What follows belongs to an exercise in optimizing a design on an open flow for small area, a short achievable clock period and few clock cycles; a production flow would make more cautious choices. Only simulation tests tie the RTL to the original design; equivalence was not proved. Power is estimated from default activity; no workload was simulated.

==> design/flow/design.v <==
module ntt_intt_top_reg (
    input  wire        clk,
    input  wire        rst,
    input  wire        start,
    input  wire        mode,       
    output wire        done,
    output wire [7:0]  bram_addr_a,
    output wire        bram_we_a,
    output wire [15:0] bram_din_a,
    input  wire [15:0] bram_dout_a,
    output wire [7:0]  bram_addr_b,
    output wire        bram_we_b,
    output wire [15:0] bram_din_b,
    input  wire [15:0] bram_dout_b
);
    localparam [12:0] Q = 13'd3329;
    function [17:0] zrom(input [6:0] k);
    begin
      case (k)
      7'd0: zrom = {1'b1, 6'b100110, 6'b000000, 5'b00000};   
      7'd1: zrom = {1'b1, 6'b110100, 6'b000011, 5'b10101};   
      7'd2: zrom = {1'b1, 6'b010001, 6'b001110, 5'b00101};   
      7'd3: zrom = {1'b1, 6'b100111, 6'b010000, 5'b00110};   
      7'd4: zrom = {1'b0, 6'b101111, 6'b010000, 5'b01000};   
      7'd5: zrom = {1'b0, 6'b100100, 6'b011001, 5'b01001};   
      7'd6: zrom = {1'b0, 6'b010001, 6'b000100, 5'b00001};   
      7'd7: zrom = {1'b0, 6'b011110, 6'b000001, 5'b01011};   
      7'd8: zrom = {1'b1, 6'b011111, 6'b000000, 5'b01111};   
      7'd9: zrom = {1'b0, 6'b100100, 6'b011001, 5'b10101};   
      7'd10: zrom = {1'b0, 6'b001101, 6'b110010, 5'b10110};   
      7'd11: zrom = {1'b0, 6'b011100, 6'b000011, 5'b01101};   
      7'd12: zrom = {1'b0, 6'b101010, 6'b000001, 5'b01001};   
      7'd13: zrom = {1'b1, 6'b111110, 6'b000001, 5'b01101};   
      7'd14: zrom = {1'b1, 6'b101010, 6'b010001, 5'b01001};   
      7'd15: zrom = {1'b0, 6'b101010, 6'b010000, 5'b01010};   
      7'd16: zrom = {1'b0, 6'b101011, 6'b010000, 5'b10010};   
      7'd17: zrom = {1'b1, 6'b111111, 6'b000000, 5'b00110};   
      7'd18: zrom = {1'b0, 6'b010100, 6'b000010, 5'b00010};   
      7'd19: zrom = {1'b0, 6'b010001, 6'b001000, 5'b00001};   
      7'd20: zrom = {1'b1, 6'b111011, 6'b000000, 5'b10010};   
      7'd21: zrom = {1'b0, 6'b101110, 6'b010001, 5'b01101};   
      7'd22: zrom = {1'b1, 6'b001010, 6'b110001, 5'b10001};   
      7'd23: zrom = {1'b1, 6'b010010, 6'b001001, 5'b01001};   
      7'd24: zrom = {1'b1, 6'b111101, 6'b000010, 5'b11110};   
      7'd25: zrom = {1'b0, 6'b100001, 6'b000010, 5'b00010};   
      7'd26: zrom = {1'b0, 6'b111010, 6'b000100, 5'b11010};   
      7'd27: zrom = {1'b0, 6'b100000, 6'b011100, 5'b10100};   
      7'd28: zrom = {1'b1, 6'b000000, 6'b110011, 5'b10001};   
      7'd29: zrom = {1'b0, 6'b000011, 6'b011100, 5'b01011};   
      7'd30: zrom = {1'b1, 6'b011111, 6'b000000, 5'b01010};   
      7'd31: zrom = {1'b1, 6'b001011, 6'b110100, 5'b10101};   
      7'd32: zrom = {1'b0, 6'b111001, 6'b000010, 5'b01001};   
      7'd33: zrom = {1'b0, 6'b110110, 6'b001000, 5'b11010};   
      7'd34: zrom = {1'b1, 6'b101100, 6'b010010, 5'b10110};   
      7'd35: zrom = {1'b0, 6'b100101, 6'b000010, 5'b00101};   
      7'd36: zrom = {1'b1, 6'b110111, 6'b000000, 5'b00010};   
      7'd37: zrom = {1'b0, 6'b101111, 6'b010000, 5'b01001};   
      7'd38: zrom = {1'b1, 6'b010010, 6'b000101, 5'b00011};   
      7'd39: zrom = {1'b1, 6'b000100, 6'b110010, 5'b10010};   
      7'd40: zrom = {1'b0, 6'b100010, 6'b010000, 5'b10000};   
      7'd41: zrom = {1'b1, 6'b000100, 6'b000010, 5'b00010};   
      7'd42: zrom = {1'b1, 6'b011000, 6'b000000, 5'b00000};   
      7'd43: zrom = {1'b1, 6'b110010, 6'b001101, 5'b11011};   
      7'd44: zrom = {1'b1, 6'b001110, 6'b110001, 5'b10001};   
      7'd45: zrom = {1'b1, 6'b110110, 6'b001001, 5'b01011};   
      7'd46: zrom = {1'b0, 6'b000000, 6'b001001, 5'b00001};   
      7'd47: zrom = {1'b0, 6'b101011, 6'b010000, 5'b01010};   
      7'd48: zrom = {1'b1, 6'b111111, 6'b000000, 5'b10000};   
      7'd49: zrom = {1'b1, 6'b001010, 6'b000101, 5'b00011};   
      7'd50: zrom = {1'b1, 6'b010101, 6'b000000, 5'b00001};   
      7'd51: zrom = {1'b0, 6'b111000, 6'b000001, 5'b10001};   
      7'd52: zrom = {1'b0, 6'b000111, 6'b001000, 5'b00111};   
      7'd53: zrom = {1'b1, 6'b100111, 6'b011000, 5'b01010};   
      7'd54: zrom = {1'b1, 6'b010101, 6'b000010, 5'b00101};   
      7'd55: zrom = {1'b1, 6'b101101, 6'b000010, 5'b01101};   
      7'd56: zrom = {1'b1, 6'b000100, 6'b011001, 5'b01001};   
      7'd57: zrom = {1'b0, 6'b101001, 6'b000000, 5'b01000};   
      7'd58: zrom = {1'b1, 6'b100010, 6'b010100, 5'b00100};   
      7'd59: zrom = {1'b1, 6'b111111, 6'b000000, 5'b11000};   
      7'd60: zrom = {1'b0, 6'b001000, 6'b010000, 5'b01000};   
      7'd61: zrom = {1'b1, 6'b101101, 6'b000010, 5'b00110};   
      7'd62: zrom = {1'b0, 6'b111011, 6'b000100, 5'b11100};   
      7'd63: zrom = {1'b1, 6'b110011, 6'b000000, 5'b00011};   
      7'd64: zrom = {1'b1, 6'b101101, 6'b000000, 5'b00001};   
      7'd65: zrom = {1'b0, 6'b001100, 6'b010001, 5'b01101};   
      7'd66: zrom = {1'b0, 6'b101111, 6'b010000, 5'b10111};   
      7'd67: zrom = {1'b0, 6'b111111, 6'b000000, 5'b10011};   
      7'd68: zrom = {1'b1, 6'b110011, 6'b000100, 5'b00101};   
      7'd69: zrom = {1'b0, 6'b110001, 6'b001110, 5'b10101};   
      7'd70: zrom = {1'b0, 6'b000100, 6'b110001, 5'b10001};   
      7'd71: zrom = {1'b0, 6'b000101, 6'b001010, 5'b00110};   
      7'd72: zrom = {1'b0, 6'b001000, 6'b010111, 5'b01101};   
      7'd73: zrom = {1'b0, 6'b101111, 6'b010000, 5'b10011};   
      7'd74: zrom = {1'b0, 6'b011101, 6'b000000, 5'b01100};   
      7'd75: zrom = {1'b1, 6'b010111, 6'b000000, 5'b00111};   
      7'd76: zrom = {1'b1, 6'b011011, 6'b000100, 5'b00101};   
      7'd77: zrom = {1'b1, 6'b001110, 6'b010000, 5'b01010};   
      7'd78: zrom = {1'b0, 6'b001000, 6'b110111, 5'b10101};   
      7'd79: zrom = {1'b0, 6'b000111, 6'b111000, 5'b10100};   
      7'd80: zrom = {1'b1, 6'b010100, 6'b000011, 5'b00101};   
      7'd81: zrom = {1'b0, 6'b110110, 6'b000001, 5'b10011};   
      7'd82: zrom = {1'b0, 6'b110001, 6'b001010, 5'b01001};   
      7'd83: zrom = {1'b1, 6'b010111, 6'b001000, 5'b01001};   
      7'd84: zrom = {1'b1, 6'b110101, 6'b000010, 5'b10010};   
      7'd85: zrom = {1'b0, 6'b101111, 6'b010000, 5'b01011};   
      7'd86: zrom = {1'b1, 6'b101010, 6'b010101, 5'b10011};   
      7'd87: zrom = {1'b0, 6'b101001, 6'b000100, 5'b00001};   
      7'd88: zrom = {1'b1, 6'b001100, 6'b110011, 5'b10101};   
      7'd89: zrom = {1'b0, 6'b110010, 6'b001000, 5'b11000};   
      7'd90: zrom = {1'b1, 6'b110100, 6'b001010, 5'b10110};   
      7'd91: zrom = {1'b0, 6'b011011, 6'b000100, 5'b00010};   
      7'd92: zrom = {1'b0, 6'b001010, 6'b010101, 5'b01101};   
      7'd93: zrom = {1'b0, 6'b011101, 6'b000010, 5'b00010};   
      7'd94: zrom = {1'b1, 6'b010010, 6'b001100, 5'b01010};   
      7'd95: zrom = {1'b1, 6'b001111, 6'b000000, 5'b00011};   
      7'd96: zrom = {1'b0, 6'b111101, 6'b000000, 5'b10100};   
      7'd97: zrom = {1'b0, 6'b101101, 6'b000010, 5'b00010};   
      7'd98: zrom = {1'b0, 6'b101011, 6'b010100, 5'b10011};   
      7'd99: zrom = {1'b0, 6'b100010, 6'b011101, 5'b10101};   
      7'd100: zrom = {1'b0, 6'b111110, 6'b000001, 5'b00111};   
      7'd101: zrom = {1'b1, 6'b110011, 6'b000000, 5'b00000};   
      7'd102: zrom = {1'b1, 6'b101001, 6'b010010, 5'b01010};   
      7'd103: zrom = {1'b0, 6'b000000, 6'b011000, 5'b01000};   
      7'd104: zrom = {1'b1, 6'b111001, 6'b000000, 5'b01001};   
      7'd105: zrom = {1'b1, 6'b010100, 6'b001010, 5'b01010};   
      7'd106: zrom = {1'b0, 6'b111010, 6'b000001, 5'b01001};   
      7'd107: zrom = {1'b1, 6'b111101, 6'b000010, 5'b00101};   
      7'd108: zrom = {1'b1, 6'b110110, 6'b001001, 5'b10111};   
      7'd109: zrom = {1'b0, 6'b011010, 6'b000100, 5'b01010};   
      7'd110: zrom = {1'b1, 6'b111011, 6'b000100, 5'b01101};   
      7'd111: zrom = {1'b1, 6'b000011, 6'b111000, 5'b10011};   
      7'd112: zrom = {1'b1, 6'b111001, 6'b000100, 5'b01100};   
      7'd113: zrom = {1'b1, 6'b100010, 6'b010001, 5'b00011};   
      7'd114: zrom = {1'b1, 6'b110000, 6'b000001, 5'b00001};   
      7'd115: zrom = {1'b0, 6'b110010, 6'b000101, 5'b10011};   
      7'd116: zrom = {1'b1, 6'b100000, 6'b010111, 5'b00101};   
      7'd117: zrom = {1'b1, 6'b111100, 6'b000011, 5'b10001};   
      7'd118: zrom = {1'b1, 6'b110000, 6'b001111, 5'b10101};   
      7'd119: zrom = {1'b0, 6'b001000, 6'b010101, 5'b01001};   
      7'd120: zrom = {1'b1, 6'b000110, 6'b001000, 5'b00110};   
      7'd121: zrom = {1'b1, 6'b011110, 6'b000000, 5'b00100};   
      7'd122: zrom = {1'b0, 6'b100010, 6'b000100, 5'b00100};   
      7'd123: zrom = {1'b0, 6'b101001, 6'b000100, 5'b01001};   
      7'd124: zrom = {1'b0, 6'b101000, 6'b000001, 5'b01001};   
      7'd125: zrom = {1'b1, 6'b101110, 6'b010000, 5'b01100};   
      7'd126: zrom = {1'b0, 6'b100110, 6'b010001, 5'b00101};   
      7'd127: zrom = {1'b0, 6'b001010, 6'b110100, 5'b10010};   
      default: zrom = 18'd0;
      endcase
    end
    endfunction
    function [7:0] place(input [2:0] pp, input [7:0] cc);
      reg [6:0] t, n;
    begin
      if (cc[7]) t = {4'd0, cc[2:0] ^ {2'b00, (pp == 3'd0 || pp == 3'd1)}};
      else       t = cc[6:0];
      n = (pp == 3'd2 || pp == 3'd4 || pp == 3'd6) ? ~t : t;
      case (pp)
        3'd0: place = {1'b0, n[2:0], n[6:3]};
        3'd1: place = {n[2], 1'b0, n[1:0], n[6:3]};
        3'd2: place = {n[2], n[1], 1'b0, n[6:3], n[0]};
        3'd3: place = {n[2], n[1], n[6], 1'b0, n[0], n[5:3]};
        3'd4: place = {n[2], n[1], n[6], n[0], 1'b0, n[5:3]};
        3'd5: place = {n[2], n[1], n[6:4], 1'b0, n[0], n[3]};
        default: place = {n[2], n[1], n[6:4], n[0], 1'b0, n[3]};
      endcase
    end
    endfunction
    function [22:0] phys(input [2:0] pp, input [7:0] x, input md);
      reg [7:0] ph, lm, pu, pd, X;
      reg [3:0] v;
      reg [4:0] v5;
      reg [6:0] kn, ki;
    begin
      case (pp)
        3'd0: lm = 8'h80;
        3'd1: lm = 8'h40;
        3'd2: lm = 8'h20;
        3'd3: lm = 8'h10;
        3'd4: lm = 8'h08;
        3'd5: lm = 8'h04;
        default: lm = 8'h02;
      endcase
      case (pp)
        3'd1: begin v5 = x[4:0] + 5'd1; ph = {x[7:5], v5}; end
        3'd2: begin v = x[4:1] + 4'd1; ph = {x[7:5], v, x[0]}; end
        3'd4: begin v = {x[5], x[2:0]} + 4'd1; ph = {x[7:6], v[3], x[4:3], v[2:0]}; end
        3'd6: begin v = {x[5:3], x[0]} + 4'd1; ph = {x[7:6], v[3:1], x[2:1], v[0]}; end
        default: ph = x;
      endcase
      pu = ph;
      pd = ph | lm;
      X = {x[1], x[2], x[3], x[4], x[5], x[6], x[7], x[0]};
      case (pp)
        3'd0: begin kn = 7'd1;             ki = {1'b1, ~X[7:2]}; end
        3'd1: begin kn = {6'd1, x[7]};     ki = {2'b01, ~X[7:3]}; end
        3'd2: begin kn = {5'd1, x[7:6]};   ki = {3'b001, ~X[7:4]}; end
        3'd3: begin kn = {4'd1, x[7:5]};   ki = {4'b0001, ~X[7:5]}; end
        3'd4: begin kn = {3'd1, x[7:4]};   ki = {5'b00001, ~X[7:6]}; end
        3'd5: begin kn = {2'd1, x[7:3]};   ki = {6'b000001, ~X[7]}; end
        default: begin kn = {1'b1, x[7:2]}; ki = 7'd1; end
      endcase
      if (md)
        phys = {pu[1], pu[2], pu[3], pu[4], pu[5], pu[6], pu[7], pu[0],
                pd[1], pd[2], pd[3], pd[4], pd[5], pd[6], pd[7], pd[0], ki};
      else
        phys = {pu, pd, kn};
    end
    endfunction
    reg        busy;
    reg        run;       
    reg [2:0]  pc;
    reg [7:0]  cc;
    reg [2:0]  pa;
    reg [7:0]  xa;
    reg        wa, la;    
    reg        mode_r;
    reg        we_r;
    reg        done_r;
    reg [7:0]  addr_a_r, addr_b_r;
    reg [6:0]  k0, k1, k2;
    wire       last_c = (cc == 8'd135);
    wire       last_s = last_c && (pc == 3'd6);
    wire [22:0] ag    = phys(pa, xa, mode_r);
    always @(posedge clk or posedge rst) begin
      if (rst) begin
        busy   <= 1'b0;
        run    <= 1'b0;
        pc     <= 3'd0;
        cc     <= 8'd2;
        wa     <= 1'b0;
        la     <= 1'b0;
        mode_r <= 1'b0;
        we_r   <= 1'b0;
        done_r <= 1'b0;
      end else begin
        if (!busy) begin
          if (start) begin
            busy   <= 1'b1;
            run    <= 1'b1;
            mode_r <= mode;
          end
        end else if (done_r) begin
          busy <= 1'b0;
        end
        wa     <= run && (cc >= 8'd8);
        la     <= run && last_s;
        we_r   <= wa;
        done_r <= la;
        if (run) begin
          if (last_s) begin
            run <= 1'b0;
            pc  <= 3'd0;
            cc  <= 8'd2;
          end else if (last_c) begin
            pc <= pc + 3'd1;
            cc <= 8'd0;
          end else begin
            cc <= cc + 8'd1;
          end
        end
      end
    end
    always @(posedge clk) begin
      if (run) begin
        xa <= place(pc, cc);
        pa <= pc;
      end else begin
        xa <= 8'h10;      
        pa <= 3'd0;
      end
      if (!busy) begin
        addr_a_r <= 8'd0;
        addr_b_r <= mode ? 8'd2 : 8'd128;
        k0       <= mode ? 7'd127 : 7'd1;
      end else begin
        {addr_a_r, addr_b_r, k0} <= ag;
      end
      k1 <= k0;
      k2 <= k1;
    end
    reg  [11:0] a0, b0;           
    reg  [11:0] m1;               
    reg  [12:0] a1;
    reg  [5:0]  zb_one, zb_two;   
    reg  [4:0]  zb_neg;           
    reg         f3;
    reg  [8:0]  p4l;              
    reg  [15:0] p4s, p4c;
    reg  [11:0] a2;
    reg         f4;
    reg  [15:0] r1;               
    reg  [11:0] a3;
    reg         f5;
    reg  [12:0] r2;               
    reg  [11:0] a4;
    reg         f6;
    reg  [11:0] t5, a5;           
    reg         f7;
    reg  [11:0] o_up, o_dn;       
    integer bi;
    wire [12:0] s2_s  = {1'b0, a0} + {1'b0, b0};
    wire [12:0] s2_d  = {1'b0, b0} - {1'b0, a0};
    wire [12:0] s2_dm = s2_d[12] ? s2_d + Q : s2_d;
    reg  [23:0] rw [0:5];
    reg  [12:0] mg;
    reg  [5:0]  ng;
    always @* begin
      ng = {1'b0, zb_neg};
      for (bi = 0; bi < 6; bi = bi + 1) begin
        mg = (({13{zb_one[bi]}} & {1'b0, m1}) | ({13{zb_two[bi]}} & {m1, 1'b0})) ^ {13{ng[bi]}};
        if (bi == 0)
          rw[bi] = {8'd0, ~ng[0], ng[0], ng[0], mg};
        else if (bi == 5)
          rw[bi] = ({9'd0, 2'b11, mg} << 10) | ({23'd0, ng[4]} << 8);
        else
          rw[bi] = ({9'd0, 1'b1, ~ng[bi], mg} << (2*bi)) |
                   ({23'd0, ng[bi-1]} << (2*(bi-1)));
      end
    end
    wire [23:0] c1s = rw[0] ^ rw[1] ^ rw[2];
    wire [23:0] c1c = {(rw[0][22:0] & rw[1][22:0]) | (rw[0][22:0] & rw[2][22:0]) | (rw[1][22:0] & rw[2][22:0]), 1'b0};
    wire [23:0] c2s = rw[3] ^ rw[4] ^ rw[5];
    wire [23:0] c2c = {(rw[3][22:0] & rw[4][22:0]) | (rw[3][22:0] & rw[5][22:0]) | (rw[4][22:0] & rw[5][22:0]), 1'b0};
    wire [23:0] c3s = c1s ^ c1c ^ c2s;
    wire [23:0] c3c = {(c1s[22:0] & c1c[22:0]) | (c1s[22:0] & c2s[22:0]) | (c1c[22:0] & c2s[22:0]), 1'b0};
    wire [23:0] c4s = c3s ^ c3c ^ c2c;
    wire [23:0] c4c = {(c3s[22:0] & c3c[22:0]) | (c3s[22:0] & c2c[22:0]) | (c3c[22:0] & c2c[22:0]), 1'b0};
    wire [8:0]  s3_pl = {1'b0, c4s[7:0]} + {1'b0, c4c[7:0]};
    wire [12:0] s3_sm = (a1 >= Q) ? a1 - Q : a1;
    wire [15:0] s4_r   = {5'd0, p4l[7:0], 3'b000} + {6'd0, p4l[7:0], 2'b00} + {8'd0, p4l[7:0]}
                       - p4s - p4c - {15'd0, p4l[8]};    
    wire [12:0] s4_h   = a2[0] ? {1'b0, a2} + Q : {1'b0, a2};
    wire [11:0] s5_l13 = {r1[7:0], 3'b000} + {1'b0, r1[7:0], 2'b00} + {4'b0000, r1[7:0]};
    wire [12:0] s5_r   = {1'b0, s5_l13} - {{5{r1[15]}}, r1[15:8]};
    wire [12:0] s6_t = r2[12] ? r2 + Q : (r2 >= Q) ? r2 - Q : r2;
    wire [12:0] s7_sum  = {1'b0, a5} + {1'b0, t5};
    wire [12:0] s7_sumr = (s7_sum >= Q) ? s7_sum - Q : s7_sum;
    wire [12:0] s7_dif  = {1'b0, a5} - {1'b0, t5};
    wire [12:0] s7_difr = s7_dif[12] ? s7_dif + Q : s7_dif;
    wire [12:0] s7_h    = t5[0] ? {1'b0, t5} + Q : {1'b0, t5};
    wire [11:0] s7_hn   = (s7_h[12:1] == 12'd0) ? 12'd0 : Q[11:0] - s7_h[12:1];
    always @(posedge clk) begin
      a0 <= bram_dout_a[11:0];
      b0 <= bram_dout_b[11:0];
      {f3, zb_one, zb_two, zb_neg} <= zrom(k2);
      m1 <= mode_r ? s2_dm[11:0] : b0;
      a1 <= mode_r ? s2_s : {1'b0, a0};
      p4l <= s3_pl;
      p4s <= c4s[23:8];
      p4c <= c4c[23:8];
      a2 <= mode_r ? s3_sm[11:0] : a1[11:0];
      f4 <= f3;
      r1 <= s4_r;
      a3 <= mode_r ? s4_h[12:1] : a2;
      f5 <= f4;
      r2 <= s5_r;
      a4 <= a3;
      f6 <= f5;
      t5 <= s6_t[11:0];
      a5 <= a4;
      f7 <= f6;
      o_up <= mode_r ? a5 : (f7 ? s7_difr[11:0] : s7_sumr[11:0]);
      o_dn <= mode_r ? (f7 ? s7_hn : s7_h[12:1]) : (f7 ? s7_sumr[11:0] : s7_difr[11:0]);
    end
    assign bram_addr_a = addr_a_r;
    assign bram_addr_b = addr_b_r;
    assign bram_we_a   = we_r;
    assign bram_we_b   = we_r;
    assign bram_din_a  = {4'd0, o_up};
    assign bram_din_b  = {4'd0, o_dn};
    assign done        = done_r;
endmodule
==> design/flow/flow/run.sh <==
#!/bin/bash
# The standard layout (the standard.sh, all ORFS steps unchanged), except
# that buffer_ports puts a sky130_fd_sc_hd__buf_2 on every input and output
# port instead of the delay cell it picks by default.
set -euo pipefail
export BUFFER_PORTS_ARGS="-buffer_cell sky130_fd_sc_hd__buf_2"
bash standard.sh > standard_flow.log 2>&1
==> design/flow/standard.sh <==
#!/bin/bash
# synth_recipe.tcl (not shown) runs the flow's synth.tcl, then flattens the netlist and writes it again
# the make line also repeats each setting of config.mk as NAME=value (left out here)
make -C /OpenROAD-flow-scripts/flow DESIGN_CONFIG=/design/flow/config.mk WORK_HOME=/design/flow/orfs CLKGATE_MAP_FILE= SYNTH_SCRIPT=/design/flow/synth_recipe.tcl "${@:-finish}"
==> design/flow/config.mk <==
export PLATFORM = sky130hd
export DESIGN_NAME = ntt_intt_top_reg
export DESIGN_NICKNAME = ntt_intt_top_reg
export VERILOG_FILES = /design/flow/design.v
export SDC_FILE = /design/flow/constraint.sdc
export NUM_CORES = 4
export LEC_CHECK = 0
export ABC_AREA = 1
export CAP_MARGIN = 20
export CORE_MARGIN = 2
export CORE_UTILIZATION = 40
export CTS_CLUSTER_DIAMETER = 200
export CTS_CLUSTER_SIZE = 30
export PLACE_DENSITY = 0.6
export SLEW_MARGIN = 20
export SYNTH_MEMORY_MAX_BITS = 4096
==> design/flow/constraint.sdc <==
create_clock -name core_clock -period 18.0 [get_ports {clk}]
set_input_delay 3.6000 -clock core_clock [delete_from_list [all_inputs] [get_ports {clk}]]
set_output_delay 3.6000 -clock core_clock [all_outputs]
set_load 0.01 [all_outputs]
==> summary.txt <==
## cells in the mapped netlist, types with 7 or more instances
library cell / count / share of area [%]
nand2_1: 508 / 8.9
inv_1: 484 / 8.5
dfxtp_1: 272 / 25
nor2_1: 203 / 3.6
o21ai_0: 179 / 4.2
ha_1: 170 / 9.9
nand3_1: 165 / 3.9
xor2_1: 164 / 6.7
a21oi_1: 127 / 3.0
o22ai_1: 93 / 2.7
fa_1: 91 / 8.5
clkbuf_1: 82 / 1.4
nor3_1: 46 / 1.1
nand4_1: 30 / 0.88
xnor2_1: 26 / 1.1
a31oi_1: 20 / 0.58
nand2_2: 18 / 0.53
dfrtp_1: 17 / 2.0
o211ai_1: 14 / 0.49
buf_4: 13 / 0.46
o21bai_1: 13 / 0.46
o221ai_1: 13 / 0.53
buf_2: 12 / 0.28
a211oi_1: 11 / 0.39
o31ai_1: 11 / 0.39
a221oi_1: 10 / 0.41
inv_2: 10 / 0.18
nor4_1: 8 / 0.23
buf_1: 7 / 0.12
## worst max-delay path by stage
stage,endpoint,start,cells after the start
after CTS,done,done_r,1
final,done,done_r,1
after floorplan,bram_we_b,we_r,1
after detailed placement,addr_b_r[1],mode,5
after global routing,done,done_r,1
after global placement,addr_b_r[1],mode,5
## power by group
group	total [mW]	internal [mW]	switching (mW)	leakage [nW]
logic	2.24	0.872	1.37	8.50
registers	0.896	0.798	0.0978	2.48
clock network	0.338	0.136	0.202	0.173
## state kept, by name (all words and copies together), names as in the netlist, 7 cells and up
name      flops
addr_a_r      8
k0            7
b0           12
a4           12
r2           13
a0           12
p4l           9
xa            8
p4c          16
a3           12
t5           12
k2            7
k1            7
p4s          16
o_up         12
a1           13
r1           16
a5           12
m1           12
addr_b_r      7
cc            8
o_dn         12
a2           12
## stage by stage
stage | utilization, % | area [µm²] | setup slack [ps] | hold WS (ps) | total power [mW]
global placement | 42.2 | 22200 | 13700 | 310 | 3.12
detailed placement | 42.2 | 22200 | 13700 | 312 | 3.16
CTS | 42.8 | 22600 | 13340 | 318 | 3.52
global route | 42.8 | 22600 | 13300 | 324 | 3.90
finish | 42.8 | 22600 | 13360 | 320 | 3.48
floorplan | - | 21400 | 13860 | 310 | 2.67
## layer usage
| metal | up-vias | share of wire, % |
|---|---|---|
| met3 | 176 | 6.5 |
| li1 | 9364 | - |
| met5 | - | 0 |
| met2 | 759 | 46 |
| met1 | 8800 | 43 |
| met4 | 0 | 4.4 |
## cell families after synthesis
| logic type | after synthesis | synth area share [%] |
|---|---|---|
| AOI/OAI and AO/OA | 537 | 14.9 |
| and+or+nand+nor | 1004 | 19.9 |
| DFF | 290 | 27.5 |
| xor gates and xnor gates | 190 | 7.77 |
| adders and majority gates | 261 | 18.4 |
| buffers and inverters | 619 | 11.3 |
| other | 1 | 0.0175 |
| muxes | 1 | 0.0467 |
## cell type report
cell class / count / area (µm²) / share of cell area, %
sequential: 290 / 5900 / 26.1
timing repair buffer: 88 / 485 / 2.15
clock inverter: 2 / 20.0 / 0.0886
clock buffer: 15 / 333 / 1.47
tap: 688 / 861 / 3.81
inverter: 499 / 1870 / 8.29
multi-input combinational: 2001 / 13100 / 58.1
==> metrics.md <==
| Metric | Value |
|---|---|
| Status | finished clean |
| Antenna Cells | 0 |
| Mapped Cells | 2903 |
| Worst R2R Start | zb_neg[0] |
| Most common cell after layout, fill and taps aside | nand2_1 |
| Hpwl dp | 49.8 mm |
| Worst-path maximum fanout | 2 |
| Synth warnings | 2 |
| Critical Path, Cell by Cell | buf_2 |
| Worst min path class | register to register |
| Hold Path Stages | 0 |
| Via-to-Cell Ratio | 5.33 |
| Vias in the first global route | 18376 |
| GRT overflow | 0 |
| Total number of vias | 19099 |
| Buffers on Ports | 70 |
| Crit share post-route | 25.8% |
| Drt first pass iters | 6 |
| Busiest grt layer | met2 |
| Worst VDD drop | 0.000162 V |
| Met3 Resource Use GR | 2.87% |
| MaxCap Viol Count | 0 |
| Min cycle time layout | 4640 ps |
| Total clock sinks | 290 |
| Worst-margin pin slew | 1090 ps |
| First-pass GRT wire length | 101 mm |
| FF-to-FF setup slack | 14130 ps |
| Fill count | 5457 |
| Max frequency | 215 MHz |
| I/O pin count | 87 |
| Largest net degree at the start of global routing | 90 |
| Cell Area, Synth | 21400 µm² |
| RR Endpoint | p4l[7] |
| CP endpoint kind | output pin |
| TNS Setup | 0 ps |
| Leak | 11.2 nW |
| Layout Cells excl Fill | 3583 |
| Crit path max-delay family | flip-flops |
| Hold-fix buffers, CTS | 0 |
| Root Driver | clkbuf_16 |
| Post-synthesis cell type count | 64 |
| Placeable Area | 52800 µm² |
| Die width | 235 µm |
| WHS Endpoint | k2[1] |
| Power per Cell Area | 154 nW/µm² |
| Initial antenna violation count | 0 |
| Rows | 84 |
| Post-CTS sizing | 0 |
| DRT iter0 DRCs | 1548 |
| Cells on worst reg2reg path | 8 |
| Async SR Flop Fraction | 6.21% |
| # H-tree levels | 1 |
| # Post-CTS Setup Buffers | 0 |
| Wire length per cell | 17.9 µm |
| Deepest clock path buffer count | 3 |
| Total track usage | 22.6% |
| Initial core utilization | 40.6% |
| Hold Violations, Final | 0 |
| Final WL | 64.1 mm |
| ANT nets after route | 0 |
| Fin nets | 3190 |
| CP startpoint kind | register |
| Grt met2 use | 37.8% |
| Routing usage on met1 | 29.7% |
| Mean area per synthesized cell | 7.38 µm² |
| Placed Cells incl. Taps | 3566 |
| DRC violations left | 0 |
| Worst endpoint data arrival time | 1040 ps |
| Layout cells sized above 1 | 5.35% |
| RSZ-0062 raised after global routing | no |
| Number of buffers created by CTS | 13 |
| EDFF count, synth | 0 |
| Buffers & Inverters on Critical Path | 1 |
| DIE AREA | 55400 µm² |
| Seq/Total Area, Yosys | 27.5% |
| Slew Limit Fails | 0 |
| CP max stage delay | 390 ps |
| Clock skew | 32.1 ps |
| Most frequent cells in the layout | 508 x nand2_1, 483 x inv_1, 271 x dfxtp_1 |
| Worst-Skew Late Latency | 520 ps |
| Area Overhead vs Synth | 5.47% |
| Final setup violation count | 0 |
| Relative slew margins | 27.1% |
| Main flop type after synthesis | dfxtp_1 |
| Hold_sp | k1[1] |
| CP Class | register to output pin |
| Routability Congestion | 0.995 |
| Die H | 235 µm |
| Clock-pin slew on the worst setup and hold paths | 120 ps |
| Critical Path RT | 14400 ps |
| Slowest cell on crit path | dfrtp_1 |
| Seq cells post-synth | 290 |
| CTS tree | yes |
Testbench counts, summed over its fixed seeds: cycles 30,496.

-- re-timing with driven ports --
How much do the figures lean on ideal ports? The routed layout below was timed once more, with nothing changed but the port constraints.
Step 1 sets driving cells, clkbuf_16 on the clock port and buf_2 on the other inputs (assumed; they add their load-dependent delay and slew).
Step 2 also shifts input and output timing later by t, the mid clock arrival at the registers, as if the neighbouring blocks saw the same clock.
Three values: no drivers, after step 1, after step 2; two values: the first two.
t (ns): 0.557
slack for setup (ns): 13.357 / 13.307 / 13.685
hold slack, ns: 0.320 / 0.320 / 0.320
worst setup path at the end: input to register
worst data-port slew with drivers (ns): 0.04
After both steps setup and hold are still met in this run. For this run, drivers alone change the setup slack by -0.050 ns; drivers and shift together by +0.328 ns.
